This design comes from an exercise in tuning for small area and a short achievable clock period on the open sky130 flow, not from production work.
Where RTL was checked, it was by simulation tests only, not by an equivalence proof against the original.
Power figures rest on the tool's default switching activity, not on a simulated workload.

sierra:
Design lab4_2, start of the top module:
module lab4_2(
  input [1:0] mode,
  input [2:0] n_gasoline_pumps,
  input [2:0] n_diesel_pumps,
  input [3:0] fuel_amount,
  input fuel_type,
  input CLK,
  input rst,
  output [0:5] pump_status,
  output is_gasoline_queue_not_full,
  output is_diesel_queue_not_full,
  output [3:0] n_cars_in_gasoline_queue,
  output [3:0] n_cars_in_diesel_queue,
  output [7:0] total_gasoline_needed,
  output [7:0] total_diesel_needed,
  output reg invalid_gasoline_car,
  output reg invalid_diesel_car,
  output reg invalid_setup_params
);
Size in the first run: ~110 flip-flops, about 50 I/O pins, about 8600 sq um of cells after synthesis.
==> flow/config.mk <==
export PLATFORM = sky130hd
export DESIGN_NAME = lab4_2
export DESIGN_NICKNAME = lab4_2
export VERILOG_FILES = /design/flow/design.v
export SDC_FILE = /design/flow/constraint.sdc
export NUM_CORES = 4
export LEC_CHECK = 0
export CAP_MARGIN = 20
export CORE_MARGIN = 2
export CORE_UTILIZATION = 55
export CTS_BUF_LIST = sky130_fd_sc_hd__clkbuf_8 sky130_fd_sc_hd__clkbuf_16
export CTS_CLUSTER_DIAMETER = 40
export SLEW_MARGIN = 20
==> flow/constraint.sdc <==
create_clock -name core_clock -period 13.0 [get_ports {CLK}]
set_input_delay 2.6000 -clock core_clock [delete_from_list [all_inputs] [get_ports {CLK}]]
set_output_delay 2.6000 -clock core_clock [all_outputs]
set_load 0.01 [all_outputs]
standard.sh (not shown) runs the stock make flow with config.mk's settings and CLKGATE_MAP_FILE= SYNTH_SCRIPT=/design/flow/synth_recipe.tcl, a recipe that flattens the netlist after the stock synthesis.
==> flow/flow/run.sh <==
#!/bin/bash
# Own layout flow: the standard flow (standard.sh), with three changes:
#  - synthesis maps with an area-oriented ABC script (flow/area.abc) instead
#    of ORFS's speed script; everything else in synthesis is the standard flow's
#    synth_recipe.tcl unchanged (same registers, names and cell types);
#  - Yosys's full-adder extraction is left out (ADDER_MAP_FILE empty), so ABC
#    maps the adders along with the rest of the logic;
#  - ports are buffered with buf_2 cells, and timing repair may resize
#    cells across footprints (MATCH_CELL_FOOTPRINT 0);
#  - the timing repair steps aim for a setup slack margin (SETUP_MARGIN) so
#    that the critical paths get sized up after the area-oriented mapping.
# Each tool's full output goes to a log file in this folder.
set -euo pipefail
here=$(pwd)
SETUP_MARGIN=${SETUP_MARGIN:-8.5}
{
  echo "proc abc {args} {"
  echo "  set i [lsearch -exact \$args -script]"
  echo "  if {\$i >= 0} { set args [lreplace \$args [expr {\$i + 1}] [expr {\$i + 1}] $here/flow/area.abc] }"
  echo "  yosys abc {*}\$args"
  echo "}"
  cat synth_recipe.tcl
} > own_synth.tcl
bash standard.sh SYNTH_SCRIPT=$here/own_synth.tcl ADDER_MAP_FILE= SETUP_SLACK_MARGIN=$SETUP_MARGIN MATCH_CELL_FOOTPRINT=0 "BUFFER_PORTS_ARGS=-inputs -outputs -buffer_cell sky130_fd_sc_hd__buf_2" finish > flow_make.log 2>&1
==> flow/flow/area.abc <==
strash
ifraig
scorr
dc2
strash
&get -n
&dch -f
&nf -R 1000
&put
Setup changes, sierra to xenon
-- flow/design.v --
<<< sierra, line 21
reg [5:0] gas;           
reg [5:0] dsl;           
reg g_none, d_none;      
reg [5:0] st;            
reg [2:0] rem [0:5];     
>>> xenon, line 21
reg [5:0] gas;           
reg [5:0] dsl;           
reg [5:0] st;            
reg [2:0] rem [0:5];     
<<< sierra, line 28
integer j;
wire set_up = gas[0] | dsl[0];
wire [5:0] inuse = gas | dsl;
assign n_cars_in_gasoline_queue = cg | {4{g_none}};
>>> xenon, line 27
integer j;
wire set_up = gas[0] | dsl[0];
wire g_none = ~gas[0];    
wire d_none = ~|dsl;
wire [5:0] inuse = gas | dsl;
assign n_cars_in_gasoline_queue = cg | {4{g_none}};
<<< sierra, line 70
    gas <= 0;
    dsl <= 0;
    g_none <= 1;
    d_none <= 1;
    invalid_gasoline_car <= 0;
    invalid_diesel_car <= 0;
>>> xenon, line 71
    gas <= 0;
    dsl <= 0;
    invalid_gasoline_car <= 0;
    invalid_diesel_car <= 0;
<<< sierra, line 82
      gas <= gas_new;
      dsl <= use_new & ~gas_new;
      g_none <= (n_gasoline_pumps == 3'd0);
      d_none <= (n_diesel_pumps == 3'd0);
    end
  end else begin
>>> xenon, line 81
      gas <= gas_new;
      dsl <= use_new & ~gas_new;
    end
  end else begin
<<< sierra, line 159
  for (j = 0; j < 6; j = j + 1) tn[j] = take_m[j] & ~tq[j] & ~seen[j] & v;
end
function [6:0] cnt6(input [5:0] m);
  reg [3:0] a, b;
  integer x, y;
  begin
    a = {m[0] & m[1] & m[2],
         (m[0] & m[1] & ~m[2]) | (m[0] & ~m[1] & m[2]) | (~m[0] & m[1] & m[2]),
         (m[0] & ~m[1] & ~m[2]) | (~m[0] & m[1] & ~m[2]) | (~m[0] & ~m[1] & m[2]),
         ~m[0] & ~m[1] & ~m[2]};
    b = {m[3] & m[4] & m[5],
         (m[3] & m[4] & ~m[5]) | (m[3] & ~m[4] & m[5]) | (~m[3] & m[4] & m[5]),
         (m[3] & ~m[4] & ~m[5]) | (~m[3] & m[4] & ~m[5]) | (~m[3] & ~m[4] & m[5]),
         ~m[3] & ~m[4] & ~m[5]};
    cnt6 = 7'd0;
    for (x = 0; x < 4; x = x + 1)
      for (y = 0; y < 4; y = y + 1)
        cnt6[x + y] = cnt6[x + y] | (a[x] & b[y]);
  end
endfunction
wire [6:0] n_oh = cnt6(take_m);
wire [6:0] nb_oh = cnt6(busy_m);
wire [2:0] n = {2'b0, take_m[0]} + take_m[1] + take_m[2] + take_m[3] + take_m[4] + take_m[5];
wire full = cnt[3] & (take_m == 6'd0);
>>> xenon, line 156
  for (j = 0; j < 6; j = j + 1) tn[j] = take_m[j] & ~tq[j] & ~seen[j] & v;
end
wire [2:0] n = {2'b0, take_m[0]} + take_m[1] + take_m[2] + take_m[3] + take_m[4] + take_m[5];
wire full = cnt[3] & (take_m == 6'd0);
<<< sierra, line 195
wire [2:0] nb = {2'b0, busy_m[0]} + busy_m[1] + busy_m[2] + busy_m[3] + busy_m[4] + busy_m[5];
wire [3:0] p = {1'b0, tot[2:0]} - {1'b0, nb};             
reg [4:0] sw;
always @* begin
  sw = 5'd0;
  for (k = 0; k < 8; k = k + 1)
    if (amount[2:0] == k) sw = sw | ({p[3], p} + k);
end
wire [3:0] thi = tot[6:3];
wire [3:0] thi_m1 = thi - 4'd1;
>>> xenon, line 172
wire [2:0] nb = {2'b0, busy_m[0]} + busy_m[1] + busy_m[2] + busy_m[3] + busy_m[4] + busy_m[5];
wire [3:0] p = {1'b0, tot[2:0]} - {1'b0, nb};             
wire [4:0] sw = {p[3], p} + {2'b0, amount[2:0]};            
wire [3:0] thi = tot[6:3];
wire [3:0] thi_m1 = thi - 4'd1;
==> comparison <==
Relative to sierra, total setup buffers inserted after CTS has decreased by 9 in xenon. Cmp xenon vs sierra: sequential cell area lower in xenon. Going from sierra to xenon, routed via count divided by cell count down about 0.6%, routed wire length shows a reduction of about 10%, post-synthesis cell type count now sits higher, fraction of power spent switching nets -2.5 points.
Function not checked in sierra: the RTL went through the layout flow alone.

========
== oak ==
lab4_2, a different RTL version from the one above (not shown whole).
For scale: about 100 flip-flops.
==> flow/config.mk <==
export PLATFORM = sky130hd
export DESIGN_NAME = lab4_2
export DESIGN_NICKNAME = lab4_2
export VERILOG_FILES = /design/flow/design.v
export SDC_FILE = /design/flow/constraint.sdc
export NUM_CORES = 4
export LEC_CHECK = 0
export CAP_MARGIN = 20
export CORE_MARGIN = 2
export CORE_UTILIZATION = 55
export CTS_BUF_LIST = sky130_fd_sc_hd__clkbuf_8 sky130_fd_sc_hd__clkbuf_16
export CTS_CLUSTER_DIAMETER = 40
export SLEW_MARGIN = 20
==> flow/constraint.sdc <==
create_clock -name core_clock -period 13.0 [get_ports {CLK}]
set_input_delay 2.6000 -clock core_clock [delete_from_list [all_inputs] [get_ports {CLK}]]
set_output_delay 2.6000 -clock core_clock [all_outputs]
set_load 0.01 [all_outputs]
Scripts as last shown in full above: flow/flow/run.sh, flow/flow/area.abc
Relative to oak, the following input files were edited for pine:
-- flow/design.v --
<<< oak, line 19
  output reg invalid_setup_params
);
reg [2:0] g;             
reg [2:0] s;             
reg [5:0] gas, dsl;      
always @* begin : roles
  integer i;
  for (i = 0; i < 6; i = i + 1) begin
    gas[i] = (g > i);
    dsl[i] = (s > i) & ~(g > i);
  end
end
reg [5:0] st;            
reg [2:0] rem [0:5];     
>>> pine, line 19
  output reg invalid_setup_params
);
reg [5:0] gas;           
reg [5:0] dsl;           
reg g_none, d_none;      
reg [5:0] st;            
reg [2:0] rem [0:5];     
<<< oak, line 34
wire [7:0] tg, td;       
integer j;
wire set_up = (s != 3'd0);
wire g_none = (g == 3'd0);    
wire d_none = (s == g);
wire [5:0] inuse = gas | dsl;
assign n_cars_in_gasoline_queue = cg | {4{g_none}};
>>> pine, line 27
wire [7:0] tg, td;       
integer j;
wire set_up = gas[0] | dsl[0];
wire [5:0] inuse = gas | dsl;
assign n_cars_in_gasoline_queue = cg | {4{g_none}};
<<< oak, line 77
always @(posedge CLK) begin
  if (rst) begin
    g <= 0;
    s <= 0;
    invalid_gasoline_car <= 0;
    invalid_diesel_car <= 0;
>>> pine, line 68
always @(posedge CLK) begin
  if (rst) begin
    gas <= 0;
    dsl <= 0;
    g_none <= 1;
    d_none <= 1;
    invalid_gasoline_car <= 0;
    invalid_diesel_car <= 0;
<<< oak, line 87
    invalid_setup_params <= ~valid_setup;
    if (valid_setup) begin
      g <= n_gasoline_pumps;
      s <= setup_sum[2:0];
    end
  end else begin
>>> pine, line 80
    invalid_setup_params <= ~valid_setup;
    if (valid_setup) begin
      gas <= gas_new;
      dsl <= use_new & ~gas_new;
      g_none <= (n_gasoline_pumps == 3'd0);
      d_none <= (n_diesel_pumps == 3'd0);
    end
  end else begin
<<< oak, line 164
  for (j = 0; j < 6; j = j + 1) tn[j] = take_m[j] & ~tq[j] & ~seen[j] & v;
end
wire [2:0] n = {2'b0, take_m[0]} + take_m[1] + take_m[2] + take_m[3] + take_m[4] + take_m[5];
wire full = cnt[3] & (take_m == 6'd0);
>>> pine, line 159
  for (j = 0; j < 6; j = j + 1) tn[j] = take_m[j] & ~tq[j] & ~seen[j] & v;
end
function [6:0] cnt6(input [5:0] m);
  reg [3:0] a, b;
  integer x, y;
  begin
    a = {m[0] & m[1] & m[2],
         (m[0] & m[1] & ~m[2]) | (m[0] & ~m[1] & m[2]) | (~m[0] & m[1] & m[2]),
         (m[0] & ~m[1] & ~m[2]) | (~m[0] & m[1] & ~m[2]) | (~m[0] & ~m[1] & m[2]),
         ~m[0] & ~m[1] & ~m[2]};
    b = {m[3] & m[4] & m[5],
         (m[3] & m[4] & ~m[5]) | (m[3] & ~m[4] & m[5]) | (~m[3] & m[4] & m[5]),
         (m[3] & ~m[4] & ~m[5]) | (~m[3] & m[4] & ~m[5]) | (~m[3] & ~m[4] & m[5]),
         ~m[3] & ~m[4] & ~m[5]};
    cnt6 = 7'd0;
    for (x = 0; x < 4; x = x + 1)
      for (y = 0; y < 4; y = y + 1)
        cnt6[x + y] = cnt6[x + y] | (a[x] & b[y]);
  end
endfunction
wire [6:0] n_oh = cnt6(take_m);
wire [6:0] nb_oh = cnt6(busy_m);
wire [2:0] n = {2'b0, take_m[0]} + take_m[1] + take_m[2] + take_m[3] + take_m[4] + take_m[5];
wire full = cnt[3] & (take_m == 6'd0);
pine vs oak — layout multi-input combinational cell count dropped slightly. Die area (pine vs. oak) increases by a few percent. Post-route core utilization (pine over oak): decrease, 2.0 points. Measured against each other, pine and oak differ in fraction of the cycle the final worst path needs, the higher figure coming from oak. oak -> pine: number of endpoints with negative hold slack in the final report flat. Summary of pine over oak: maximum frequency climbed about 1.1%, path length in cells of the critical path climbed 4. Core box area (lower): oak. Taking oak as the reference, in pine post-synthesis to final-layout area growth shows a reduction of 4.6 points, global-route usage over all layers did not really move, proportion of power drawn by the clock network went up 3.0 points. The power attributed to sequential cells was comparable across pine and oak.
Function not checked in oak: the RTL went through the layout flow alone.

## what the ideal ports hide
How much do the figures lean on ideal ports? The routed layouts below were timed once more, with nothing changed but the port constraints. Step 1 assumes that a clkbuf_16 drives the clock port and a buf_2 every other input. Step 2 also shifts input and output timing later by t, the mid clock arrival at the registers, as if the neighbouring blocks saw the same clock. Three values: ideal, step 1, step 2; two values: the first two.
run | t, ns | setup slack, ns | worst hold slack (ns) | slew at the worst register clock pin (ns) | worst data-port slew with drivers (ns)
sierra | 0.406 | 8.383 / 8.296 / 7.890 | 0.525 / 0.525 / 0.525 | 0.08 / 0.08 | 0.21
xenon | 0.402 | 8.590 / 8.614 / 8.212 | 0.520 / 0.520 / 0.520 | 0.08 / 0.08 | 0.03
oak | 0.403 | 8.544 / 8.502 / 8.189 | 0.460 / 0.460 / 0.460 | 0.08 / 0.08 | 0.04
pine | 0.411 | 8.592 / 8.601 / 8.189 | 0.526 / 0.526 / 0.526 | 0.09 / 0.09 | 0.04
After both steps every run listed still meets setup and hold. The setup slack of sierra, which loses most, moves by -0.087 ns with the drivers and by -0.493 ns with both steps.
